Context: an optimization exercise on an open-source flow, tuned for small area and a short achievable clock period. The choices shown serve that exercise and are no tape-out recipe. For this run, only the layout was checked, not whether the RTL still works. Power figures rest on the tool's default switching activity, not on a simulated workload.

===== design/flow/constraint.sdc =====
create_clock -name core_clock -period 85.0 [get_ports {clk}]
set_input_delay 17.0000 -clock core_clock [delete_from_list [all_inputs] [get_ports {clk}]]
set_output_delay 17.0000 -clock core_clock [all_outputs]
set_load 0.01 [all_outputs]

===== design/flow/config.mk =====
export PLATFORM = sky130hd
export DESIGN_NAME = parameterized_signed_alu
export DESIGN_NICKNAME = parameterized_signed_alu
export VERILOG_FILES = /design/flow/design.v
export SDC_FILE = /design/flow/constraint.sdc
export NUM_CORES = 4
export LEC_CHECK = 0
export ABC_AREA = 1
export CAP_MARGIN = 20
export CORE_MARGIN = 2
export CORE_UTILIZATION = 70
export SLEW_MARGIN = 20
export SYNTH_HIERARCHICAL = 1
export SYNTH_MINIMUM_KEEP_SIZE = 0

===== design/flow/design.v =====
module decoder(
input [1:0]alu_fn,
output arith_enable,cmp_enable,logic_enable,shift_enable
);
assign arith_enable = (alu_fn == 2'b00);
assign logic_enable = (alu_fn == 2'b01);
assign cmp_enable   = (alu_fn == 2'b10);
assign shift_enable = (alu_fn == 2'b11);
endmodule
module alu_fa (input a, input b, input c, output s, output co);
  assign s  = a ^ b ^ c;
  assign co = (a & b) | (a & c) | (b & c);
endmodule
module alu_ha (input a, input b, output s, output co);
  assign s  = a ^ b;
  assign co = a & b;
endmodule
module logic_unit(
input [15:0] A,B,
input [1:0] alu_fn,
output [15:0] y
);
wire [15:0] t = alu_fn[0] ? (A | B) : (A & B);
assign y = t ^ {16{alu_fn[1]}};
endmodule
module cmp_unit(
input ge, diff_zero,
input [1:0] alu_fn,
output [1:0] y
);
wire eq = diff_zero;
wire gt = ge & ~diff_zero;
wire lt = ~ge;
assign y = (alu_fn == 2'b01) ? {1'b0, eq} :
           (alu_fn == 2'b10) ? {gt, 1'b0} :
           (alu_fn == 2'b11) ? {lt, lt}   : 2'b00;
endmodule
module shift_unit(
input [15:0] A,B,
input [1:0] alu_fn,
output [15:0] y
);
wire [15:0] x = alu_fn[1] ? B : A;
assign y = alu_fn[0] ? {x[14:0], 1'b0} : {1'b0, x[15:1]};
endmodule
module parameterized_signed_alu #(parameter in_data_width=16,out_data_width=16,arith_out_data_width=32)(
input signed [in_data_width-1:0]A,B,
input clk,rst,
input [3:0]alu_fn,
output shift_flag,arith_flag,logic_flag,cmp_flag,carry_out,
output [out_data_width-1:0]shift_out,logic_out,cmp_out,
output signed[arith_out_data_width-1:0] arith_out
);
localparam K0 = 6;               
localparam RW = 16 - K0;         
localparam DSW = 1 + 16 + RW + RW + K0;    
localparam WW = (DSW > 32) ? DSW : 32;
wire arith_en = (alu_fn[3:2] == 2'b00);
wire logic_en = (alu_fn[3:2] == 2'b01);
wire cmp_en   = (alu_fn[3:2] == 2'b10);
wire shift_en = (alu_fn[3:2] == 2'b11);
wire [16:0] sum;
wire ge;
wire ad_sub = alu_fn[0] | alu_fn[3];
  wire [16:0] ad_c;
  wire [15:0] ad_bb = B ^ {16{ad_sub}};
  assign ad_c[0] = ad_sub;
  genvar ad_i;
  generate for (ad_i = 0; ad_i < 16; ad_i = ad_i + 1) begin : ad_bt
    alu_fa ad_u_fa (.a(A[ad_i]), .b(ad_bb[ad_i]), .c(ad_c[ad_i]), .s(sum[ad_i]), .co(ad_c[ad_i+1]));
  end endgenerate
  assign sum[16] = A[15] ^ ad_bb[15] ^ ad_c[16];
  assign ge = ad_c[16];
wire [31:0] prod;
  wire [16:0] mu_bx = {B, 1'b0};
  wire [7:0] mu_one, mu_two, mu_neg;
  wire [16:0] mu_pp0;
  wire mu_ppn0 = ~mu_pp0[16];
  wire [16:0] mu_pp1;
  wire mu_ppn1 = ~mu_pp1[16];
  wire [16:0] mu_pp2;
  wire mu_ppn2 = ~mu_pp2[16];
  wire [16:0] mu_pp3;
  wire mu_ppn3 = ~mu_pp3[16];
  wire [16:0] mu_pp4;
  wire mu_ppn4 = ~mu_pp4[16];
  wire [16:0] mu_pp5;
  wire mu_ppn5 = ~mu_pp5[16];
  wire [16:0] mu_pp6;
  wire mu_ppn6 = ~mu_pp6[16];
  wire [16:0] mu_pp7;
  wire mu_ppn7 = ~mu_pp7[16];
  wire [16:0] mu_ax = {A[15], A};
  wire [17:0] mu_ax2 = {A[15], A, 1'b0};
  genvar mu_i;
  generate for (mu_i = 0; mu_i < 8; mu_i = mu_i + 1) begin : mu_enc
    assign mu_one[mu_i] = mu_bx[2*mu_i+1] ^ mu_bx[2*mu_i];
    assign mu_two[mu_i] = (mu_bx[2*mu_i+2] & ~mu_bx[2*mu_i+1] & ~mu_bx[2*mu_i]) | (~mu_bx[2*mu_i+2] & mu_bx[2*mu_i+1] & mu_bx[2*mu_i]);
    assign mu_neg[mu_i] = mu_bx[2*mu_i+2];
  end endgenerate
  assign mu_pp0 = ({17{mu_one[0]}} & mu_ax | {17{mu_two[0]}} & mu_ax2[16:0]) ^ {17{mu_neg[0]}};
  assign mu_pp1 = ({17{mu_one[1]}} & mu_ax | {17{mu_two[1]}} & mu_ax2[16:0]) ^ {17{mu_neg[1]}};
  assign mu_pp2 = ({17{mu_one[2]}} & mu_ax | {17{mu_two[2]}} & mu_ax2[16:0]) ^ {17{mu_neg[2]}};
  assign mu_pp3 = ({17{mu_one[3]}} & mu_ax | {17{mu_two[3]}} & mu_ax2[16:0]) ^ {17{mu_neg[3]}};
  assign mu_pp4 = ({17{mu_one[4]}} & mu_ax | {17{mu_two[4]}} & mu_ax2[16:0]) ^ {17{mu_neg[4]}};
  assign mu_pp5 = ({17{mu_one[5]}} & mu_ax | {17{mu_two[5]}} & mu_ax2[16:0]) ^ {17{mu_neg[5]}};
  assign mu_pp6 = ({17{mu_one[6]}} & mu_ax | {17{mu_two[6]}} & mu_ax2[16:0]) ^ {17{mu_neg[6]}};
  assign mu_pp7 = ({17{mu_one[7]}} & mu_ax | {17{mu_two[7]}} & mu_ax2[16:0]) ^ {17{mu_neg[7]}};
  wire mu_s1, mu_c2;
  alu_ha mu_u_s1 (.a(mu_pp0[10]), .b(mu_pp1[8]), .s(mu_s1), .co(mu_c2));
  wire mu_s3, mu_c4;
  alu_ha mu_u_s3 (.a(mu_pp0[11]), .b(mu_pp1[9]), .s(mu_s3), .co(mu_c4));
  wire mu_s5, mu_c6;
  alu_fa mu_u_s5 (.a(mu_pp0[12]), .b(mu_pp1[10]), .c(mu_pp2[8]), .s(mu_s5), .co(mu_c6));
  wire mu_s7, mu_c8;
  alu_ha mu_u_s7 (.a(mu_pp3[6]), .b(mu_pp4[4]), .s(mu_s7), .co(mu_c8));
  wire mu_s9, mu_c10;
  alu_fa mu_u_s9 (.a(mu_pp0[13]), .b(mu_pp1[11]), .c(mu_pp2[9]), .s(mu_s9), .co(mu_c10));
  wire mu_s11, mu_c12;
  alu_ha mu_u_s11 (.a(mu_pp3[7]), .b(mu_pp4[5]), .s(mu_s11), .co(mu_c12));
  wire mu_s13, mu_c14;
  alu_fa mu_u_s13 (.a(mu_pp0[14]), .b(mu_pp1[12]), .c(mu_pp2[10]), .s(mu_s13), .co(mu_c14));
  wire mu_s15, mu_c16;
  alu_fa mu_u_s15 (.a(mu_pp3[8]), .b(mu_pp4[6]), .c(mu_pp5[4]), .s(mu_s15), .co(mu_c16));
  wire mu_s17, mu_c18;
  alu_ha mu_u_s17 (.a(mu_pp6[2]), .b(mu_pp7[0]), .s(mu_s17), .co(mu_c18));
  wire mu_s19, mu_c20;
  alu_fa mu_u_s19 (.a(mu_pp0[15]), .b(mu_pp1[13]), .c(mu_pp2[11]), .s(mu_s19), .co(mu_c20));
  wire mu_s21, mu_c22;
  alu_fa mu_u_s21 (.a(mu_pp3[9]), .b(mu_pp4[7]), .c(mu_pp5[5]), .s(mu_s21), .co(mu_c22));
  wire mu_s23, mu_c24;
  alu_ha mu_u_s23 (.a(mu_pp6[3]), .b(mu_pp7[1]), .s(mu_s23), .co(mu_c24));
  wire mu_s25, mu_c26;
  alu_fa mu_u_s25 (.a(mu_ppn0), .b(mu_pp1[14]), .c(mu_pp2[12]), .s(mu_s25), .co(mu_c26));
  wire mu_s27, mu_c28;
  alu_fa mu_u_s27 (.a(mu_pp3[10]), .b(mu_pp4[8]), .c(mu_pp5[6]), .s(mu_s27), .co(mu_c28));
  wire mu_s29, mu_c30;
  alu_ha mu_u_s29 (.a(mu_pp6[4]), .b(~mu_pp7[2]), .s(mu_s29), .co(mu_c30));
  wire mu_s31, mu_c32;
  alu_fa mu_u_s31 (.a(mu_pp1[15]), .b(mu_pp2[13]), .c(mu_pp3[11]), .s(mu_s31), .co(mu_c32));
  wire mu_s33, mu_c34;
  alu_fa mu_u_s33 (.a(mu_pp4[9]), .b(mu_pp5[7]), .c(mu_pp6[5]), .s(mu_s33), .co(mu_c34));
  wire mu_s35, mu_c36;
  alu_ha mu_u_s35 (.a(mu_pp7[3]), .b(~mu_pp7[2]), .s(mu_s35), .co(mu_c36));
  wire mu_s37, mu_c38;
  alu_fa mu_u_s37 (.a(mu_ppn1), .b(mu_pp2[14]), .c(mu_pp3[12]), .s(mu_s37), .co(mu_c38));
  wire mu_s39, mu_c40;
  alu_fa mu_u_s39 (.a(mu_pp4[10]), .b(mu_pp5[8]), .c(mu_pp6[6]), .s(mu_s39), .co(mu_c40));
  wire mu_s41, mu_c42;
  alu_ha mu_u_s41 (.a(mu_pp7[4]), .b(mu_pp7[2]), .s(mu_s41), .co(mu_c42));
  wire mu_s43, mu_c44;
  alu_fa mu_u_s43 (.a(mu_pp2[15]), .b(mu_pp3[13]), .c(mu_pp4[11]), .s(mu_s43), .co(mu_c44));
  wire mu_s45, mu_c46;
  alu_ha mu_u_s45 (.a(mu_pp5[9]), .b(mu_pp6[7]), .s(mu_s45), .co(mu_c46));
  wire mu_s47, mu_c48;
  alu_fa mu_u_s47 (.a(mu_ppn2), .b(mu_pp3[14]), .c(mu_pp4[12]), .s(mu_s47), .co(mu_c48));
  wire mu_s49, mu_c50;
  alu_ha mu_u_s49 (.a(mu_pp5[10]), .b(mu_pp6[8]), .s(mu_s49), .co(mu_c50));
  wire mu_s51, mu_c52;
  alu_ha mu_u_s51 (.a(mu_pp3[15]), .b(mu_pp4[13]), .s(mu_s51), .co(mu_c52));
  wire mu_s53, mu_c54;
  alu_ha mu_u_s53 (.a(mu_ppn3), .b(mu_pp4[14]), .s(mu_s53), .co(mu_c54));
  wire mu_s55, mu_c56;
  alu_ha mu_u_s55 (.a(mu_pp0[6]), .b(mu_pp1[4]), .s(mu_s55), .co(mu_c56));
  wire mu_s57, mu_c58;
  alu_ha mu_u_s57 (.a(mu_pp0[7]), .b(mu_pp1[5]), .s(mu_s57), .co(mu_c58));
  wire mu_s59, mu_c60;
  alu_fa mu_u_s59 (.a(mu_pp0[8]), .b(mu_pp1[6]), .c(mu_pp2[4]), .s(mu_s59), .co(mu_c60));
  wire mu_s61, mu_c62;
  alu_ha mu_u_s61 (.a(mu_pp3[2]), .b(mu_pp4[0]), .s(mu_s61), .co(mu_c62));
  wire mu_s63, mu_c64;
  alu_fa mu_u_s63 (.a(mu_pp0[9]), .b(mu_pp1[7]), .c(mu_pp2[5]), .s(mu_s63), .co(mu_c64));
  wire mu_s65, mu_c66;
  alu_ha mu_u_s65 (.a(mu_pp3[3]), .b(mu_pp4[1]), .s(mu_s65), .co(mu_c66));
  wire mu_s67, mu_c68;
  alu_fa mu_u_s67 (.a(mu_s1), .b(mu_pp2[6]), .c(mu_pp3[4]), .s(mu_s67), .co(mu_c68));
  wire mu_s69, mu_c70;
  alu_fa mu_u_s69 (.a(mu_pp4[2]), .b(mu_pp5[0]), .c(mu_neg[5]), .s(mu_s69), .co(mu_c70));
  wire mu_s71, mu_c72;
  alu_fa mu_u_s71 (.a(mu_s3), .b(mu_pp2[7]), .c(mu_pp3[5]), .s(mu_s71), .co(mu_c72));
  wire mu_s73, mu_c74;
  alu_fa mu_u_s73 (.a(mu_pp4[3]), .b(mu_pp5[1]), .c(mu_c2), .s(mu_s73), .co(mu_c74));
  wire mu_s75, mu_c76;
  alu_fa mu_u_s75 (.a(mu_s5), .b(mu_s7), .c(mu_pp5[2]), .s(mu_s75), .co(mu_c76));
  wire mu_s77, mu_c78;
  alu_fa mu_u_s77 (.a(mu_pp6[0]), .b(mu_neg[6]), .c(mu_c4), .s(mu_s77), .co(mu_c78));
  wire mu_s79, mu_c80;
  alu_fa mu_u_s79 (.a(mu_s9), .b(mu_s11), .c(mu_pp5[3]), .s(mu_s79), .co(mu_c80));
  wire mu_s81, mu_c82;
  alu_fa mu_u_s81 (.a(mu_pp6[1]), .b(mu_c6), .c(mu_c8), .s(mu_s81), .co(mu_c82));
  wire mu_s83, mu_c84;
  alu_fa mu_u_s83 (.a(mu_s13), .b(mu_s15), .c(mu_s17), .s(mu_s83), .co(mu_c84));
  wire mu_s85, mu_c86;
  alu_fa mu_u_s85 (.a(mu_neg[7]), .b(mu_c10), .c(mu_c12), .s(mu_s85), .co(mu_c86));
  wire mu_s87, mu_c88;
  alu_fa mu_u_s87 (.a(mu_s19), .b(mu_s21), .c(mu_s23), .s(mu_s87), .co(mu_c88));
  wire mu_s89, mu_c90;
  alu_fa mu_u_s89 (.a(mu_c14), .b(mu_c16), .c(mu_c18), .s(mu_s89), .co(mu_c90));
  wire mu_s91, mu_c92;
  alu_fa mu_u_s91 (.a(mu_s25), .b(mu_s27), .c(mu_s29), .s(mu_s91), .co(mu_c92));
  wire mu_s93, mu_c94;
  alu_fa mu_u_s93 (.a(mu_c20), .b(mu_c22), .c(mu_c24), .s(mu_s93), .co(mu_c94));
  wire mu_s95, mu_c96;
  alu_fa mu_u_s95 (.a(mu_s31), .b(mu_s33), .c(mu_s35), .s(mu_s95), .co(mu_c96));
  wire mu_s97, mu_c98;
  alu_fa mu_u_s97 (.a(mu_c26), .b(mu_c28), .c(mu_c30), .s(mu_s97), .co(mu_c98));
  wire mu_s99, mu_c100;
  alu_fa mu_u_s99 (.a(mu_s37), .b(mu_s39), .c(mu_s41), .s(mu_s99), .co(mu_c100));
  wire mu_s101, mu_c102;
  alu_fa mu_u_s101 (.a(mu_c32), .b(mu_c34), .c(mu_c36), .s(mu_s101), .co(mu_c102));
  wire mu_s103, mu_c104;
  alu_fa mu_u_s103 (.a(mu_s43), .b(mu_s45), .c(~mu_pp7[5]), .s(mu_s103), .co(mu_c104));
  wire mu_s105, mu_c106;
  alu_fa mu_u_s105 (.a(mu_c38), .b(mu_c40), .c(mu_c42), .s(mu_s105), .co(mu_c106));
  wire mu_s107, mu_c108;
  alu_fa mu_u_s107 (.a(mu_s47), .b(mu_s49), .c(mu_pp7[6]), .s(mu_s107), .co(mu_c108));
  wire mu_s109, mu_c110;
  alu_fa mu_u_s109 (.a(mu_pp7[5]), .b(mu_c44), .c(mu_c46), .s(mu_s109), .co(mu_c110));
  wire mu_s111, mu_c112;
  alu_fa mu_u_s111 (.a(mu_s51), .b(mu_pp5[11]), .c(mu_pp6[9]), .s(mu_s111), .co(mu_c112));
  wire mu_s113, mu_c114;
  alu_fa mu_u_s113 (.a(~mu_pp7[7]), .b(mu_c48), .c(mu_c50), .s(mu_s113), .co(mu_c114));
  wire mu_s115, mu_c116;
  alu_fa mu_u_s115 (.a(mu_s53), .b(mu_pp5[12]), .c(mu_pp6[10]), .s(mu_s115), .co(mu_c116));
  wire mu_s117, mu_c118;
  alu_fa mu_u_s117 (.a(mu_pp7[8]), .b(mu_pp7[7]), .c(mu_c52), .s(mu_s117), .co(mu_c118));
  wire mu_s119, mu_c120;
  alu_fa mu_u_s119 (.a(mu_pp4[15]), .b(mu_pp5[13]), .c(mu_pp6[11]), .s(mu_s119), .co(mu_c120));
  wire mu_s121, mu_c122;
  alu_ha mu_u_s121 (.a(~mu_pp7[9]), .b(mu_c54), .s(mu_s121), .co(mu_c122));
  wire mu_s123, mu_c124;
  alu_fa mu_u_s123 (.a(mu_ppn4), .b(mu_pp5[14]), .c(mu_pp6[12]), .s(mu_s123), .co(mu_c124));
  wire mu_s125, mu_c126;
  alu_ha mu_u_s125 (.a(mu_pp7[10]), .b(mu_pp7[9]), .s(mu_s125), .co(mu_c126));
  wire mu_s127, mu_c128;
  alu_ha mu_u_s127 (.a(mu_pp5[15]), .b(mu_pp6[13]), .s(mu_s127), .co(mu_c128));
  wire mu_s129, mu_c130;
  alu_ha mu_u_s129 (.a(mu_ppn5), .b(mu_pp6[14]), .s(mu_s129), .co(mu_c130));
  wire mu_s131, mu_c132;
  alu_ha mu_u_s131 (.a(mu_pp0[4]), .b(mu_pp1[2]), .s(mu_s131), .co(mu_c132));
  wire mu_s133, mu_c134;
  alu_ha mu_u_s133 (.a(mu_pp0[5]), .b(mu_pp1[3]), .s(mu_s133), .co(mu_c134));
  wire mu_s135, mu_c136;
  alu_fa mu_u_s135 (.a(mu_s55), .b(mu_pp2[2]), .c(mu_pp3[0]), .s(mu_s135), .co(mu_c136));
  wire mu_s137, mu_c138;
  alu_fa mu_u_s137 (.a(mu_s57), .b(mu_pp2[3]), .c(mu_pp3[1]), .s(mu_s137), .co(mu_c138));
  wire mu_s139, mu_c140;
  alu_fa mu_u_s139 (.a(mu_s59), .b(mu_s61), .c(mu_neg[4]), .s(mu_s139), .co(mu_c140));
  wire mu_s141, mu_c142;
  alu_fa mu_u_s141 (.a(mu_s63), .b(mu_s65), .c(mu_c60), .s(mu_s141), .co(mu_c142));
  wire mu_s143, mu_c144;
  alu_fa mu_u_s143 (.a(mu_s67), .b(mu_s69), .c(mu_c64), .s(mu_s143), .co(mu_c144));
  wire mu_s145, mu_c146;
  alu_fa mu_u_s145 (.a(mu_s71), .b(mu_s73), .c(mu_c68), .s(mu_s145), .co(mu_c146));
  wire mu_s147, mu_c148;
  alu_fa mu_u_s147 (.a(mu_s75), .b(mu_s77), .c(mu_c72), .s(mu_s147), .co(mu_c148));
  wire mu_s149, mu_c150;
  alu_fa mu_u_s149 (.a(mu_s79), .b(mu_s81), .c(mu_c76), .s(mu_s149), .co(mu_c150));
  wire mu_s151, mu_c152;
  alu_fa mu_u_s151 (.a(mu_s83), .b(mu_s85), .c(mu_c80), .s(mu_s151), .co(mu_c152));
  wire mu_s153, mu_c154;
  alu_fa mu_u_s153 (.a(mu_s87), .b(mu_s89), .c(mu_c84), .s(mu_s153), .co(mu_c154));
  wire mu_s155, mu_c156;
  alu_fa mu_u_s155 (.a(mu_s91), .b(mu_s93), .c(mu_c88), .s(mu_s155), .co(mu_c156));
  wire mu_s157, mu_c158;
  alu_fa mu_u_s157 (.a(mu_s95), .b(mu_s97), .c(mu_c92), .s(mu_s157), .co(mu_c158));
  wire mu_s159, mu_c160;
  alu_fa mu_u_s159 (.a(mu_s99), .b(mu_s101), .c(mu_c96), .s(mu_s159), .co(mu_c160));
  wire mu_s161, mu_c162;
  alu_fa mu_u_s161 (.a(mu_s103), .b(mu_s105), .c(mu_c100), .s(mu_s161), .co(mu_c162));
  wire mu_s163, mu_c164;
  alu_fa mu_u_s163 (.a(mu_s107), .b(mu_s109), .c(mu_c104), .s(mu_s163), .co(mu_c164));
  wire mu_s165, mu_c166;
  alu_fa mu_u_s165 (.a(mu_s111), .b(mu_s113), .c(mu_c108), .s(mu_s165), .co(mu_c166));
  wire mu_s167, mu_c168;
  alu_fa mu_u_s167 (.a(mu_s115), .b(mu_s117), .c(mu_c112), .s(mu_s167), .co(mu_c168));
  wire mu_s169, mu_c170;
  alu_fa mu_u_s169 (.a(mu_s119), .b(mu_s121), .c(mu_c116), .s(mu_s169), .co(mu_c170));
  wire mu_s171, mu_c172;
  alu_fa mu_u_s171 (.a(mu_s123), .b(mu_s125), .c(mu_c120), .s(mu_s171), .co(mu_c172));
  wire mu_s173, mu_c174;
  alu_fa mu_u_s173 (.a(mu_s127), .b(~mu_pp7[11]), .c(mu_c124), .s(mu_s173), .co(mu_c174));
  wire mu_s175, mu_c176;
  alu_fa mu_u_s175 (.a(mu_s129), .b(mu_pp7[12]), .c(mu_pp7[11]), .s(mu_s175), .co(mu_c176));
  wire mu_s177, mu_c178;
  alu_ha mu_u_s177 (.a(mu_pp6[15]), .b(~mu_pp7[13]), .s(mu_s177), .co(mu_c178));
  wire mu_s179, mu_c180;
  alu_ha mu_u_s179 (.a(mu_ppn6), .b(mu_pp7[14]), .s(mu_s179), .co(mu_c180));
  wire mu_s181, mu_c182;
  alu_ha mu_u_s181 (.a(mu_pp0[2]), .b(mu_pp1[0]), .s(mu_s181), .co(mu_c182));
  wire mu_s183, mu_c184;
  alu_ha mu_u_s183 (.a(mu_pp0[3]), .b(mu_pp1[1]), .s(mu_s183), .co(mu_c184));
  wire mu_s185, mu_c186;
  alu_fa mu_u_s185 (.a(mu_s131), .b(mu_pp2[0]), .c(mu_neg[2]), .s(mu_s185), .co(mu_c186));
  wire mu_s187, mu_c188;
  alu_fa mu_u_s187 (.a(mu_s133), .b(mu_pp2[1]), .c(mu_c132), .s(mu_s187), .co(mu_c188));
  wire mu_s189, mu_c190;
  alu_fa mu_u_s189 (.a(mu_s135), .b(mu_neg[3]), .c(mu_c134), .s(mu_s189), .co(mu_c190));
  wire mu_s191, mu_c192;
  alu_fa mu_u_s191 (.a(mu_s137), .b(mu_c56), .c(mu_c136), .s(mu_s191), .co(mu_c192));
  wire mu_s193, mu_c194;
  alu_fa mu_u_s193 (.a(mu_s139), .b(mu_c58), .c(mu_c138), .s(mu_s193), .co(mu_c194));
  wire mu_s195, mu_c196;
  alu_fa mu_u_s195 (.a(mu_s141), .b(mu_c62), .c(mu_c140), .s(mu_s195), .co(mu_c196));
  wire mu_s197, mu_c198;
  alu_fa mu_u_s197 (.a(mu_s143), .b(mu_c66), .c(mu_c142), .s(mu_s197), .co(mu_c198));
  wire mu_s199, mu_c200;
  alu_fa mu_u_s199 (.a(mu_s145), .b(mu_c70), .c(mu_c144), .s(mu_s199), .co(mu_c200));
  wire mu_s201, mu_c202;
  alu_fa mu_u_s201 (.a(mu_s147), .b(mu_c74), .c(mu_c146), .s(mu_s201), .co(mu_c202));
  wire mu_s203, mu_c204;
  alu_fa mu_u_s203 (.a(mu_s149), .b(mu_c78), .c(mu_c148), .s(mu_s203), .co(mu_c204));
  wire mu_s205, mu_c206;
  alu_fa mu_u_s205 (.a(mu_s151), .b(mu_c82), .c(mu_c150), .s(mu_s205), .co(mu_c206));
  wire mu_s207, mu_c208;
  alu_fa mu_u_s207 (.a(mu_s153), .b(mu_c86), .c(mu_c152), .s(mu_s207), .co(mu_c208));
  wire mu_s209, mu_c210;
  alu_fa mu_u_s209 (.a(mu_s155), .b(mu_c90), .c(mu_c154), .s(mu_s209), .co(mu_c210));
  wire mu_s211, mu_c212;
  alu_fa mu_u_s211 (.a(mu_s157), .b(mu_c94), .c(mu_c156), .s(mu_s211), .co(mu_c212));
  wire mu_s213, mu_c214;
  alu_fa mu_u_s213 (.a(mu_s159), .b(mu_c98), .c(mu_c158), .s(mu_s213), .co(mu_c214));
  wire mu_s215, mu_c216;
  alu_fa mu_u_s215 (.a(mu_s161), .b(mu_c102), .c(mu_c160), .s(mu_s215), .co(mu_c216));
  wire mu_s217, mu_c218;
  alu_fa mu_u_s217 (.a(mu_s163), .b(mu_c106), .c(mu_c162), .s(mu_s217), .co(mu_c218));
  wire mu_s219, mu_c220;
  alu_fa mu_u_s219 (.a(mu_s165), .b(mu_c110), .c(mu_c164), .s(mu_s219), .co(mu_c220));
  wire mu_s221, mu_c222;
  alu_fa mu_u_s221 (.a(mu_s167), .b(mu_c114), .c(mu_c166), .s(mu_s221), .co(mu_c222));
  wire mu_s223, mu_c224;
  alu_fa mu_u_s223 (.a(mu_s169), .b(mu_c118), .c(mu_c168), .s(mu_s223), .co(mu_c224));
  wire mu_s225, mu_c226;
  alu_fa mu_u_s225 (.a(mu_s171), .b(mu_c122), .c(mu_c170), .s(mu_s225), .co(mu_c226));
  wire mu_s227, mu_c228;
  alu_fa mu_u_s227 (.a(mu_s173), .b(mu_c126), .c(mu_c172), .s(mu_s227), .co(mu_c228));
  wire mu_s229, mu_c230;
  alu_fa mu_u_s229 (.a(mu_s175), .b(mu_c128), .c(mu_c174), .s(mu_s229), .co(mu_c230));
  wire mu_s231, mu_c232;
  alu_fa mu_u_s231 (.a(mu_s177), .b(mu_c130), .c(mu_c176), .s(mu_s231), .co(mu_c232));
  wire mu_s233, mu_c234;
  alu_fa mu_u_s233 (.a(mu_s179), .b(mu_pp7[13]), .c(mu_c178), .s(mu_s233), .co(mu_c234));
  wire mu_s235, mu_c236;
  alu_ha mu_u_s235 (.a(~mu_pp7[15]), .b(mu_c180), .s(mu_s235), .co(mu_c236));
  wire mu_s237, mu_c238;
  alu_ha mu_u_s237 (.a(mu_ppn7), .b(mu_pp7[15]), .s(mu_s237), .co(mu_c238));
  wire mu_s239, mu_c240;
  alu_ha mu_u_s239 (.a(mu_pp0[0]), .b(mu_neg[0]), .s(mu_s239), .co(mu_c240));
  wire mu_s241, mu_c242;
  alu_ha mu_u_s241 (.a(mu_pp0[1]), .b(mu_c240), .s(mu_s241), .co(mu_c242));
  wire mu_s243, mu_c244;
  alu_fa mu_u_s243 (.a(mu_s181), .b(mu_neg[1]), .c(mu_c242), .s(mu_s243), .co(mu_c244));
  wire mu_s245, mu_c246;
  alu_fa mu_u_s245 (.a(mu_s183), .b(mu_c182), .c(mu_c244), .s(mu_s245), .co(mu_c246));
  wire mu_s247, mu_c248;
  alu_fa mu_u_s247 (.a(mu_s185), .b(mu_c184), .c(mu_c246), .s(mu_s247), .co(mu_c248));
  wire mu_s249, mu_c250;
  alu_fa mu_u_s249 (.a(mu_s187), .b(mu_c186), .c(mu_c248), .s(mu_s249), .co(mu_c250));
  wire mu_s251, mu_c252;
  alu_fa mu_u_s251 (.a(mu_s189), .b(mu_c188), .c(mu_c250), .s(mu_s251), .co(mu_c252));
  wire mu_s253, mu_c254;
  alu_fa mu_u_s253 (.a(mu_s191), .b(mu_c190), .c(mu_c252), .s(mu_s253), .co(mu_c254));
  wire mu_s255, mu_c256;
  alu_fa mu_u_s255 (.a(mu_s193), .b(mu_c192), .c(mu_c254), .s(mu_s255), .co(mu_c256));
  wire mu_s257, mu_c258;
  alu_fa mu_u_s257 (.a(mu_s195), .b(mu_c194), .c(mu_c256), .s(mu_s257), .co(mu_c258));
  wire mu_s259, mu_c260;
  alu_fa mu_u_s259 (.a(mu_s197), .b(mu_c196), .c(mu_c258), .s(mu_s259), .co(mu_c260));
  wire mu_s261, mu_c262;
  alu_fa mu_u_s261 (.a(mu_s199), .b(mu_c198), .c(mu_c260), .s(mu_s261), .co(mu_c262));
  wire mu_s263, mu_c264;
  alu_fa mu_u_s263 (.a(mu_s201), .b(mu_c200), .c(mu_c262), .s(mu_s263), .co(mu_c264));
  wire mu_s265, mu_c266;
  alu_fa mu_u_s265 (.a(mu_s203), .b(mu_c202), .c(mu_c264), .s(mu_s265), .co(mu_c266));
  wire mu_s267, mu_c268;
  alu_fa mu_u_s267 (.a(mu_s205), .b(mu_c204), .c(mu_c266), .s(mu_s267), .co(mu_c268));
  wire mu_s269, mu_c270;
  alu_fa mu_u_s269 (.a(mu_s207), .b(mu_c206), .c(mu_c268), .s(mu_s269), .co(mu_c270));
  wire mu_s271, mu_c272;
  alu_fa mu_u_s271 (.a(mu_s209), .b(mu_c208), .c(mu_c270), .s(mu_s271), .co(mu_c272));
  wire mu_s273, mu_c274;
  alu_fa mu_u_s273 (.a(mu_s211), .b(mu_c210), .c(mu_c272), .s(mu_s273), .co(mu_c274));
  wire mu_s275, mu_c276;
  alu_fa mu_u_s275 (.a(mu_s213), .b(mu_c212), .c(mu_c274), .s(mu_s275), .co(mu_c276));
  wire mu_s277, mu_c278;
  alu_fa mu_u_s277 (.a(mu_s215), .b(mu_c214), .c(mu_c276), .s(mu_s277), .co(mu_c278));
  wire mu_s279, mu_c280;
  alu_fa mu_u_s279 (.a(mu_s217), .b(mu_c216), .c(mu_c278), .s(mu_s279), .co(mu_c280));
  wire mu_s281, mu_c282;
  alu_fa mu_u_s281 (.a(mu_s219), .b(mu_c218), .c(mu_c280), .s(mu_s281), .co(mu_c282));
  wire mu_s283, mu_c284;
  alu_fa mu_u_s283 (.a(mu_s221), .b(mu_c220), .c(mu_c282), .s(mu_s283), .co(mu_c284));
  wire mu_s285, mu_c286;
  alu_fa mu_u_s285 (.a(mu_s223), .b(mu_c222), .c(mu_c284), .s(mu_s285), .co(mu_c286));
  wire mu_s287, mu_c288;
  alu_fa mu_u_s287 (.a(mu_s225), .b(mu_c224), .c(mu_c286), .s(mu_s287), .co(mu_c288));
  wire mu_s289, mu_c290;
  alu_fa mu_u_s289 (.a(mu_s227), .b(mu_c226), .c(mu_c288), .s(mu_s289), .co(mu_c290));
  wire mu_s291, mu_c292;
  alu_fa mu_u_s291 (.a(mu_s229), .b(mu_c228), .c(mu_c290), .s(mu_s291), .co(mu_c292));
  wire mu_s293, mu_c294;
  alu_fa mu_u_s293 (.a(mu_s231), .b(mu_c230), .c(mu_c292), .s(mu_s293), .co(mu_c294));
  wire mu_s295, mu_c296;
  alu_fa mu_u_s295 (.a(mu_s233), .b(mu_c232), .c(mu_c294), .s(mu_s295), .co(mu_c296));
  wire mu_s297, mu_c298;
  alu_fa mu_u_s297 (.a(mu_s235), .b(mu_c234), .c(mu_c296), .s(mu_s297), .co(mu_c298));
  wire mu_s299, mu_c300;
  alu_fa mu_u_s299 (.a(mu_s237), .b(mu_c236), .c(mu_c298), .s(mu_s299), .co(mu_c300));
  assign prod = {(1'b1 ^ mu_c238 ^ mu_c300), mu_s299, mu_s297, mu_s295, mu_s293, mu_s291, mu_s289, mu_s287, mu_s285, mu_s283, mu_s281, mu_s279, mu_s277, mu_s275, mu_s273, mu_s271, mu_s269, mu_s267, mu_s265, mu_s263, mu_s261, mu_s259, mu_s257, mu_s255, mu_s253, mu_s251, mu_s249, mu_s247, mu_s245, mu_s243, mu_s241, mu_s239};
wire [15:0] alo, blo;
assign alo[0] = 1'b0;
assign blo[0] = 1'b0;
genvar gi;
generate for (gi = 1; gi < 16; gi = gi + 1) begin : absg
    assign alo[gi] = alo[gi-1] | A[gi-1];
    assign blo[gi] = blo[gi-1] | B[gi-1];
end endgenerate
wire [15:0] ua = A ^ ({16{A[15]}} & alo);
wire [15:0] ub = B ^ ({16{B[15]}} & blo);
wire b_nz = |B;
wire [15:K0] q1;
wire [RW-1:0] r1;
  wire [17:0] d1_m1 = {2'b00, ub};
  wire [17:0] d1_m2 = {1'b0, ub, 1'b0};
  wire [17:0] d1_m3 = d1_m1 + d1_m2;
  wire [17:0] d1_n1 = ~d1_m1, d1_n2 = ~d1_m2, d1_n3 = ~d1_m3;
  wire [18:0] d1_z1, d1_z2, d1_z3;
  assign d1_z1[18] = 1'b0; assign d1_z2[18] = 1'b0; assign d1_z3[18] = 1'b0;
  genvar d1_i;
  generate for (d1_i = 17; d1_i >= 0; d1_i = d1_i - 1) begin : d1_nz
    assign d1_z1[d1_i] = d1_z1[d1_i+1] | d1_m1[d1_i];
    assign d1_z2[d1_i] = d1_z2[d1_i+1] | d1_m2[d1_i];
    assign d1_z3[d1_i] = d1_z3[d1_i+1] | d1_m3[d1_i];
  end endgenerate
  wire [1:0] d1_y14 = {ua[15], ua[14]};
  wire [2:0] d1_c1_14;
  assign d1_c1_14[0] = 1'b1;
  assign d1_c1_14[2:1] = (d1_y14 & d1_n1[1:0]) | ((d1_y14 | d1_n1[1:0]) & d1_c1_14[1:0]);
  wire d1_ge1_14 = d1_c1_14[2] & ~d1_z1[2];
  wire [2:0] d1_c2_14;
  assign d1_c2_14[0] = 1'b1;
  assign d1_c2_14[2:1] = (d1_y14 & d1_n2[1:0]) | ((d1_y14 | d1_n2[1:0]) & d1_c2_14[1:0]);
  wire d1_ge2_14 = d1_c2_14[2] & ~d1_z2[2];
  wire [2:0] d1_c3_14;
  assign d1_c3_14[0] = 1'b1;
  assign d1_c3_14[2:1] = (d1_y14 & d1_n3[1:0]) | ((d1_y14 | d1_n3[1:0]) & d1_c3_14[1:0]);
  wire d1_ge3_14 = d1_c3_14[2] & ~d1_z3[2];
  assign q1[15] = d1_ge2_14;
  assign q1[14] = d1_ge3_14 | (d1_ge1_14 & ~d1_ge2_14);
  wire [1:0] d1_t1_14 = d1_n1[1:0] ^ d1_c1_14[1:0];
  wire [1:0] d1_t2_14 = d1_n2[1:0] ^ d1_c2_14[1:0];
  wire [1:0] d1_t3_14 = d1_n3[1:0] ^ d1_c3_14[1:0];
  wire [1:0] d1_r14 = d1_y14 ^ (d1_ge3_14 ? d1_t3_14 : d1_ge2_14 ? d1_t2_14 : d1_ge1_14 ? d1_t1_14 : 2'd0);
  wire [3:0] d1_y12 = {d1_r14, ua[13], ua[12]};
  wire [4:0] d1_c1_12;
  assign d1_c1_12[0] = 1'b1;
  assign d1_c1_12[4:1] = (d1_y12 & d1_n1[3:0]) | ((d1_y12 | d1_n1[3:0]) & d1_c1_12[3:0]);
  wire d1_ge1_12 = d1_c1_12[4] & ~d1_z1[4];
  wire [4:0] d1_c2_12;
  assign d1_c2_12[0] = 1'b1;
  assign d1_c2_12[4:1] = (d1_y12 & d1_n2[3:0]) | ((d1_y12 | d1_n2[3:0]) & d1_c2_12[3:0]);
  wire d1_ge2_12 = d1_c2_12[4] & ~d1_z2[4];
  wire [4:0] d1_c3_12;
  assign d1_c3_12[0] = 1'b1;
  assign d1_c3_12[4:1] = (d1_y12 & d1_n3[3:0]) | ((d1_y12 | d1_n3[3:0]) & d1_c3_12[3:0]);
  wire d1_ge3_12 = d1_c3_12[4] & ~d1_z3[4];
  assign q1[13] = d1_ge2_12;
  assign q1[12] = d1_ge3_12 | (d1_ge1_12 & ~d1_ge2_12);
  wire [3:0] d1_t1_12 = d1_n1[3:0] ^ d1_c1_12[3:0];
  wire [3:0] d1_t2_12 = d1_n2[3:0] ^ d1_c2_12[3:0];
  wire [3:0] d1_t3_12 = d1_n3[3:0] ^ d1_c3_12[3:0];
  wire [3:0] d1_r12 = d1_y12 ^ (d1_ge3_12 ? d1_t3_12 : d1_ge2_12 ? d1_t2_12 : d1_ge1_12 ? d1_t1_12 : 4'd0);
  wire [5:0] d1_y10 = {d1_r12, ua[11], ua[10]};
  wire [6:0] d1_c1_10;
  assign d1_c1_10[0] = 1'b1;
  assign d1_c1_10[6:1] = (d1_y10 & d1_n1[5:0]) | ((d1_y10 | d1_n1[5:0]) & d1_c1_10[5:0]);
  wire d1_ge1_10 = d1_c1_10[6] & ~d1_z1[6];
  wire [6:0] d1_c2_10;
  assign d1_c2_10[0] = 1'b1;
  assign d1_c2_10[6:1] = (d1_y10 & d1_n2[5:0]) | ((d1_y10 | d1_n2[5:0]) & d1_c2_10[5:0]);
  wire d1_ge2_10 = d1_c2_10[6] & ~d1_z2[6];
  wire [6:0] d1_c3_10;
  assign d1_c3_10[0] = 1'b1;
  assign d1_c3_10[6:1] = (d1_y10 & d1_n3[5:0]) | ((d1_y10 | d1_n3[5:0]) & d1_c3_10[5:0]);
  wire d1_ge3_10 = d1_c3_10[6] & ~d1_z3[6];
  assign q1[11] = d1_ge2_10;
  assign q1[10] = d1_ge3_10 | (d1_ge1_10 & ~d1_ge2_10);
  wire [5:0] d1_t1_10 = d1_n1[5:0] ^ d1_c1_10[5:0];
  wire [5:0] d1_t2_10 = d1_n2[5:0] ^ d1_c2_10[5:0];
  wire [5:0] d1_t3_10 = d1_n3[5:0] ^ d1_c3_10[5:0];
  wire [5:0] d1_r10 = d1_y10 ^ (d1_ge3_10 ? d1_t3_10 : d1_ge2_10 ? d1_t2_10 : d1_ge1_10 ? d1_t1_10 : 6'd0);
  wire [7:0] d1_y8 = {d1_r10, ua[9], ua[8]};
  wire [8:0] d1_c1_8;
  assign d1_c1_8[0] = 1'b1;
  assign d1_c1_8[8:1] = (d1_y8 & d1_n1[7:0]) | ((d1_y8 | d1_n1[7:0]) & d1_c1_8[7:0]);
  wire d1_ge1_8 = d1_c1_8[8] & ~d1_z1[8];
  wire [8:0] d1_c2_8;
  assign d1_c2_8[0] = 1'b1;
  assign d1_c2_8[8:1] = (d1_y8 & d1_n2[7:0]) | ((d1_y8 | d1_n2[7:0]) & d1_c2_8[7:0]);
  wire d1_ge2_8 = d1_c2_8[8] & ~d1_z2[8];
  wire [8:0] d1_c3_8;
  assign d1_c3_8[0] = 1'b1;
  assign d1_c3_8[8:1] = (d1_y8 & d1_n3[7:0]) | ((d1_y8 | d1_n3[7:0]) & d1_c3_8[7:0]);
  wire d1_ge3_8 = d1_c3_8[8] & ~d1_z3[8];
  assign q1[9] = d1_ge2_8;
  assign q1[8] = d1_ge3_8 | (d1_ge1_8 & ~d1_ge2_8);
  wire [7:0] d1_t1_8 = d1_n1[7:0] ^ d1_c1_8[7:0];
  wire [7:0] d1_t2_8 = d1_n2[7:0] ^ d1_c2_8[7:0];
  wire [7:0] d1_t3_8 = d1_n3[7:0] ^ d1_c3_8[7:0];
  wire [7:0] d1_r8 = d1_y8 ^ (d1_ge3_8 ? d1_t3_8 : d1_ge2_8 ? d1_t2_8 : d1_ge1_8 ? d1_t1_8 : 8'd0);
  wire [9:0] d1_y6 = {d1_r8, ua[7], ua[6]};
  wire [10:0] d1_c1_6;
  assign d1_c1_6[0] = 1'b1;
  assign d1_c1_6[10:1] = (d1_y6 & d1_n1[9:0]) | ((d1_y6 | d1_n1[9:0]) & d1_c1_6[9:0]);
  wire d1_ge1_6 = d1_c1_6[10] & ~d1_z1[10];
  wire [10:0] d1_c2_6;
  assign d1_c2_6[0] = 1'b1;
  assign d1_c2_6[10:1] = (d1_y6 & d1_n2[9:0]) | ((d1_y6 | d1_n2[9:0]) & d1_c2_6[9:0]);
  wire d1_ge2_6 = d1_c2_6[10] & ~d1_z2[10];
  wire [10:0] d1_c3_6;
  assign d1_c3_6[0] = 1'b1;
  assign d1_c3_6[10:1] = (d1_y6 & d1_n3[9:0]) | ((d1_y6 | d1_n3[9:0]) & d1_c3_6[9:0]);
  wire d1_ge3_6 = d1_c3_6[10] & ~d1_z3[10];
  assign q1[7] = d1_ge2_6;
  assign q1[6] = d1_ge3_6 | (d1_ge1_6 & ~d1_ge2_6);
  wire [9:0] d1_t1_6 = d1_n1[9:0] ^ d1_c1_6[9:0];
  wire [9:0] d1_t2_6 = d1_n2[9:0] ^ d1_c2_6[9:0];
  wire [9:0] d1_t3_6 = d1_n3[9:0] ^ d1_c3_6[9:0];
  assign r1 = d1_y6 ^ (d1_ge3_6 ? d1_t3_6 : d1_ge2_6 ? d1_t2_6 : d1_ge1_6 ? d1_t1_6 : 10'd0);
wire [DSW-1:0] ds = {A[15] ^ B[15], ub, r1, q1, ua[K0-1:0]};
wire [15:0] lres = (alu_fn[0] ? (A | B) : (A & B)) ^ {16{alu_fn[1]}};
wire [15:0] sx = alu_fn[1] ? B : A;
wire [15:0] sres = alu_fn[0] ? {sx[14:0], 1'b0} : {1'b0, sx[15:1]};
wire eq = (sum[15:0] == 16'd0);
wire [1:0] cres = (alu_fn[1:0] == 2'b01) ? {1'b0, eq} :
                  (alu_fn[1:0] == 2'b10) ? {ge & ~eq, 1'b0} :
                  (alu_fn[1:0] == 2'b11) ? {~ge, ~ge} : 2'b00;
reg [31:0] aval;
always @(*) begin
    case (alu_fn[1:0])
        2'b00, 2'b01: aval = {{15{sum[16]}}, sum};
        2'b10:        aval = prod;
        default:      aval = ds[31:0] & {32{b_nz}};
    endcase
end
wire [15:0] olo = alu_fn[3] ? {sres[15:2], (alu_fn[2] ? sres[1:0] : cres)}
                            : (alu_fn[2] ? lres : aval[15:0]);
wire [WW-1:0] w_d;
generate if (WW > 32) begin : wx
    assign w_d = {ds[WW-1:32], aval[31:16], olo};
end else begin : wn
    assign w_d = {aval[31:16], olo};
end endgenerate
wire div_sel = arith_en & (alu_fn[1:0] == 2'b11) & b_nz;
reg [WW-1:0] w;
reg f_an, f_div, f_logic, f_cmp, f_shift;
always @(posedge clk) w <= w_d;
always @(posedge clk, negedge rst) begin
    if (!rst) begin
        f_an <= 1'b0; f_div <= 1'b0; f_logic <= 1'b0; f_cmp <= 1'b0; f_shift <= 1'b0;
    end else begin
        f_an    <= arith_en & ~div_sel;
        f_div   <= div_sel;
        f_logic <= logic_en;
        f_cmp   <= cmp_en;
        f_shift <= shift_en;
    end
end
wire [DSW-1:0] dr = w[DSW-1:0];
wire        d_sgn = dr[DSW-1];
wire [15:0] d_d   = dr[DSW-2 -: 16];
wire [RW-1:0] d_r = dr[2*RW+K0-1 -: RW];
wire [RW-1:0] d_q = dr[RW+K0-1 -: RW];
wire [K0-1:0] d_a = dr[K0-1:0];
wire [K0-1:0] q2;
wire [15:0] d_ax = {{(16-K0){1'b0}}, d_a};
  wire [17:0] d2_m1 = {2'b00, d_d};
  wire [17:0] d2_m2 = {1'b0, d_d, 1'b0};
  wire [17:0] d2_m3 = d2_m1 + d2_m2;
  wire [17:0] d2_n1 = ~d2_m1, d2_n2 = ~d2_m2, d2_n3 = ~d2_m3;
  wire [18:0] d2_z1, d2_z2, d2_z3;
  assign d2_z1[18] = 1'b0; assign d2_z2[18] = 1'b0; assign d2_z3[18] = 1'b0;
  genvar d2_i;
  generate for (d2_i = 17; d2_i >= 0; d2_i = d2_i - 1) begin : d2_nz
    assign d2_z1[d2_i] = d2_z1[d2_i+1] | d2_m1[d2_i];
    assign d2_z2[d2_i] = d2_z2[d2_i+1] | d2_m2[d2_i];
    assign d2_z3[d2_i] = d2_z3[d2_i+1] | d2_m3[d2_i];
  end endgenerate
  wire [11:0] d2_y4 = {d_r, d_ax[5], d_ax[4]};
  wire [12:0] d2_c1_4;
  assign d2_c1_4[0] = 1'b1;
  assign d2_c1_4[12:1] = (d2_y4 & d2_n1[11:0]) | ((d2_y4 | d2_n1[11:0]) & d2_c1_4[11:0]);
  wire d2_ge1_4 = d2_c1_4[12] & ~d2_z1[12];
  wire [12:0] d2_c2_4;
  assign d2_c2_4[0] = 1'b1;
  assign d2_c2_4[12:1] = (d2_y4 & d2_n2[11:0]) | ((d2_y4 | d2_n2[11:0]) & d2_c2_4[11:0]);
  wire d2_ge2_4 = d2_c2_4[12] & ~d2_z2[12];
  wire [12:0] d2_c3_4;
  assign d2_c3_4[0] = 1'b1;
  assign d2_c3_4[12:1] = (d2_y4 & d2_n3[11:0]) | ((d2_y4 | d2_n3[11:0]) & d2_c3_4[11:0]);
  wire d2_ge3_4 = d2_c3_4[12] & ~d2_z3[12];
  assign q2[5] = d2_ge2_4;
  assign q2[4] = d2_ge3_4 | (d2_ge1_4 & ~d2_ge2_4);
  wire [11:0] d2_t1_4 = d2_n1[11:0] ^ d2_c1_4[11:0];
  wire [11:0] d2_t2_4 = d2_n2[11:0] ^ d2_c2_4[11:0];
  wire [11:0] d2_t3_4 = d2_n3[11:0] ^ d2_c3_4[11:0];
  wire [11:0] d2_r4 = d2_y4 ^ (d2_ge3_4 ? d2_t3_4 : d2_ge2_4 ? d2_t2_4 : d2_ge1_4 ? d2_t1_4 : 12'd0);
  wire [13:0] d2_y2 = {d2_r4, d_ax[3], d_ax[2]};
  wire [14:0] d2_c1_2;
  assign d2_c1_2[0] = 1'b1;
  assign d2_c1_2[14:1] = (d2_y2 & d2_n1[13:0]) | ((d2_y2 | d2_n1[13:0]) & d2_c1_2[13:0]);
  wire d2_ge1_2 = d2_c1_2[14] & ~d2_z1[14];
  wire [14:0] d2_c2_2;
  assign d2_c2_2[0] = 1'b1;
  assign d2_c2_2[14:1] = (d2_y2 & d2_n2[13:0]) | ((d2_y2 | d2_n2[13:0]) & d2_c2_2[13:0]);
  wire d2_ge2_2 = d2_c2_2[14] & ~d2_z2[14];
  wire [14:0] d2_c3_2;
  assign d2_c3_2[0] = 1'b1;
  assign d2_c3_2[14:1] = (d2_y2 & d2_n3[13:0]) | ((d2_y2 | d2_n3[13:0]) & d2_c3_2[13:0]);
  wire d2_ge3_2 = d2_c3_2[14] & ~d2_z3[14];
  assign q2[3] = d2_ge2_2;
  assign q2[2] = d2_ge3_2 | (d2_ge1_2 & ~d2_ge2_2);
  wire [13:0] d2_t1_2 = d2_n1[13:0] ^ d2_c1_2[13:0];
  wire [13:0] d2_t2_2 = d2_n2[13:0] ^ d2_c2_2[13:0];
  wire [13:0] d2_t3_2 = d2_n3[13:0] ^ d2_c3_2[13:0];
  wire [13:0] d2_r2 = d2_y2 ^ (d2_ge3_2 ? d2_t3_2 : d2_ge2_2 ? d2_t2_2 : d2_ge1_2 ? d2_t1_2 : 14'd0);
  wire [15:0] d2_y0 = {d2_r2, d_ax[1], d_ax[0]};
  wire [16:0] d2_c1_0;
  assign d2_c1_0[0] = 1'b1;
  assign d2_c1_0[16:1] = (d2_y0 & d2_n1[15:0]) | ((d2_y0 | d2_n1[15:0]) & d2_c1_0[15:0]);
  wire d2_ge1_0 = d2_c1_0[16] & ~d2_z1[16];
  wire [16:0] d2_c2_0;
  assign d2_c2_0[0] = 1'b1;
  assign d2_c2_0[16:1] = (d2_y0 & d2_n2[15:0]) | ((d2_y0 | d2_n2[15:0]) & d2_c2_0[15:0]);
  wire d2_ge2_0 = d2_c2_0[16] & ~d2_z2[16];
  wire [16:0] d2_c3_0;
  assign d2_c3_0[0] = 1'b1;
  assign d2_c3_0[16:1] = (d2_y0 & d2_n3[15:0]) | ((d2_y0 | d2_n3[15:0]) & d2_c3_0[15:0]);
  wire d2_ge3_0 = d2_c3_0[16] & ~d2_z3[16];
  assign q2[1] = d2_ge2_0;
  assign q2[0] = d2_ge3_0 | (d2_ge1_0 & ~d2_ge2_0);
  wire [15:0] d2_t1_0 = d2_n1[15:0] ^ d2_c1_0[15:0];
  wire [15:0] d2_t2_0 = d2_n2[15:0] ^ d2_c2_0[15:0];
  wire [15:0] d2_t3_0 = d2_n3[15:0] ^ d2_c3_0[15:0];
wire [15:0] quo = {d_q, q2};
wire [16:0] qlo;
assign qlo[1] = 1'b0;
generate for (gi = 2; gi < 17; gi = gi + 1) begin : qlog
    assign qlo[gi] = qlo[gi-1] | quo[gi-1];
end endgenerate
wire [31:0] divres;
assign divres[0] = quo[0];
generate for (gi = 1; gi < 16; gi = gi + 1) begin : qfxg
    assign divres[gi] = quo[gi] ^ (d_sgn & (quo[0] | qlo[gi]));
end endgenerate
assign divres[31:16] = {16{d_sgn & (quo[0] | qlo[16])}};
assign arith_out = ({32{f_an}} & w[31:0]) | ({32{f_div}} & divres);
assign carry_out = arith_out[16];
assign arith_flag = f_an | f_div;
assign logic_flag = f_logic;
assign cmp_flag = f_cmp;
assign shift_flag = f_shift;
assign logic_out = {16{f_logic}} & w[15:0];
assign shift_out = {16{f_shift}} & w[15:0];
assign cmp_out = {14'd0, {2{f_cmp}} & w[1:0]};
endmodule

===== design/flow/run.sh =====
#!/bin/bash
# synth_recipe.tcl (not shown) runs the flow's synth.tcl, then flattens the netlist and writes it again
# the make line also repeats each setting of config.mk as NAME=value (left out here)
make -C /OpenROAD-flow-scripts/flow DESIGN_CONFIG=/design/flow/config.mk WORK_HOME=/design/flow/orfs CLKGATE_MAP_FILE= SYNTH_SCRIPT=/design/flow/synth_recipe.tcl finish

==> summary.md <==
| Metric | Value |
|---|---|
| Predominant post-synthesis flop cell | dfxtp_1 |
| Root Driver | clkbuf_16 |
| Netlist cell types | 67 |
| Clk sinks | 48 |
| M1 WL | 23400 um |
| Most common cell after layout, fill and taps aside | nand2_1 |
| Worst slew margin | 0.334 |
| Synthesized area | 18500 um2 |
| Vias in the first global route | 20000 |
| Clk buf depth | 2 |
| FFs w/ async S/R, synth | 0.104 |
| Ranking of synthesized cells by area | nand2_1, fa_1, xor2_1, inv_1, nand3_1 |
| Pwr/cell area | 35.8 nW/um2 |
| Row count | 59 |
| Tightest Pin Transition | 995 ps |
| CTS tree | yes |
| Die Ht | 167 um |
| Crit-path max cell delay | 450 ps |
| Final Max Tran Viols | 0 |
| EDFF count, synth | 0 |
| GPL Wtd Cong | 0.991 |
| Grt total ovfl | 0 |
| Vias per cell | 6.29 |
| Commonest non-fill, non-tap cells in the layout | nand2_1, inv_1, xor2_1 |
| Required time of the critical path | 85140 ps |
| Area leader, netlist | nand2_1 |
| Fin crit share | 0.369 |
| Fillers | 2139 |
| Residual DRC | 0 |
| Crit path arrival time | 31530 ps |
| Time the worst path needs with I/O delays and setup | 31390 ps |
| TritonRoute pass-1 iters | 7 |
| Die W | 167 um |
| Leakage | 10.1 nW |
| Peak supply drop | 0.113 mV |
| Max Freq | 31.9 MHz |
| Top Layer Used | met5 |
| Postcts setup bufs | 0 |
| Max-cap check violation count | 0 |
| DR WL met2 | 28200 um |
| Synth-to-layout area growth | 7.14% |
| Yosys top cell area share | 0.195 |
| Layout cell share with drive strength beyond 1 | 0.0712 |
| Synthesized area per cell | 6.17 um2 |
| Seq/Total Area, Yosys | 0.0533 |
| Worst Setup End Kind | flip-flop |
| HPWL Detailed | 49300 um |
| Post-Place Worst Slack | 53530 ps |
| Clock slew at reported path FFs | 70 ps |
| Crit start category | input pin |
| Gate Count Post-Synth | 3000 |
| Total vias in the final route | 21100 |
| Nets | 3264 |
| Post-route ant nets | 0 |
| IO Pins | 123 |
| Hold Path Class | in2async |
| Initial core utilization | 0.712 |
| Overall routing resource usage | 0.451 |
| Die area | 27800 um2 |
| Initial antenna violation count | 2 |
| Crit-path leading delay family | adder cells |
| Slowest stage cell on the critical path | clkdlybuf4s50_1 |
| Core area | 26000 um2 |
| Met3 wire length | 7930 um |
| RSZ-0062 raised after global routing | false |
| CTS H-Tree Depth | 2 |
| Fin. Hold Viols | 0 |
| Setup_tns | 0 ps |
| Yosys Warn Count | 7 |
| Num CTS Buffers | 5 |
| Largest net degree at the start of global routing | 53 |
| #FFs+latches synth | 48 |
| PortBufs | 108 |
| Worst Slack Setup Final | 53610 ps |
| Number of setup violations in the final report | 0 |
| Global-route wire length before repair | 103000 um |
| Critical path buffer and inverter count | 4 |
| Initial DRC count | 3111 |
| Routed wire length per instance | 18.8 um |
| Crit-path max FO | 29 |
| Post_cts resized | 0 |
| Critical path class | in2reg |
| Final wirelength | 63000 um |
| Outcome | no timing/DRC/antenna violations |
| Hold-fix buffers, CTS | 0 |
| CP most frequent cell | fa_1 |
[cells by family after synthesis]
family | Yosys count | synth area share
buf+inv | 511 | 0.112
other cells | 1 | 0.000203
flops | 48 | 0.0533
simple gates | 1471 | 0.349
fa+ha+maj | 206 | 0.195
compound gates | 477 | 0.154
xor+xnor | 286 | 0.137
[state kept, by name, indices dropped and copies added (netlist names)]
| signal | count |
|---|---|
| f_logic | 1 |
| f_an | 1 |
| f_cmp | 1 |
| w | 43 |
| f_div | 1 |
| f_shift | 1 |
[Yosys stat by module (local to each module, per instance)]
| module | flops+latches | cell area (um2) |
|---|---|---|
| alu_fa | 0 | 20.0 |
| alu_ha | 0 | 12.5 |
| parameterized_signed_alu | 48 | 15400 |
[power by group]
part           switching [mW]  total [mW]  leakage, nW  internal [mW]
logic                   0.402       0.641         9.56          0.238
registers              0.0155      0.0449        0.427         0.0294
clock network         0.00865      0.0234       0.0871         0.0147
total                   0.426       0.709         10.1          0.282
[worst paths after layout]
check / from / to / slack, ps / depth (start not counted)
setup / recovery: B[0] / w[31] / 53610 / 40
hold / removal: rst / f_an / 16920 / 1
max in group asynchronous: rst / f_cmp / 67880 / 1
min in group core_clock: alu_fn[3] / f_logic / 17540 / 2
[stage by stage]
stage                      util  std cells  cell area, um2  total power, mW  hold WS, ps
after detailed placement  0.756       3348           19600            0.655        17240
after global placement    0.756       3348           19600            0.634        17240
final                     0.763       3357           19800            0.709        16920
after CTS                 0.763       3356           19800            0.681        16930
after floorplan               -       3013           18600            0.466        16700
after global routing      0.763       3357           19800            0.768        16950
[cell type report]
cell class                      instances  area (um2)  share of cell area
Clock buffer                            6         139             0.00700
Clock inverter                          2        38.8             0.00196
Tap cell                              335         419              0.0211
Timing Repair Buffer                  143        1340              0.0678
Antenna cell                            1        2.50            0.000126
Multi-Input combinational cell       2454       15500               0.782
Inverter                              368        1390              0.0702
Sequential cell                        48         986              0.0497
[layer usage]
layer,track usage,vias to the layer above
li1,-,9657
met1,0.581,9618
met2,0.736,1516
met3,0.0853,308
met4,0.204,2
met5,0,-
[synth_stat cells (all sizes together), types with 3 or more instances]
cell type	count
clkinv	23
nor4	4
nand3b	12
xor2	283
nand4	23
or2	9
clkbuf	81
o221ai	10
a21boi	3
dfxtp	43
o22ai	138
nand2	1035
fa	137
a22o	3
dfrtp	5
nor2	146
buf	62
a22oi	6
o21bai	8
a21oi	116
inv	345
a211oi	7
ha	69
xnor2	3
o211ai	30
o21ai	142
nor3	9
nand3	231
a31oi	6

==> static timing again, ports no longer ideal <==
Ports are ideal in the flow. The routed layout listed here was re-timed in OpenROAD. Step 1, drivers: a clkbuf_16 drives clk and a buf_2 each remaining input, both assumed. Step 2, shift: input delay + t, output delay - t, t = (earliest + latest rising clock arrival at the registers) / 2. This alone moves slack from input paths to output paths. Slacks: ideal ports / drivers / drivers and shift; pairs: ideal ports / drivers.
shift t [ns]: 0.332
slack for setup (ns): 53.615 / 53.636 / 53.304
worst setup path after step 2: input to register
latest minus earliest clock arrival (ns): 0.006 / 0.006
pins driven straight from the clock port: 1
After both steps this run still meets setup and hold. The setup slack of this run moves by +0.021 ns with the drivers and by -0.311 ns with both steps.
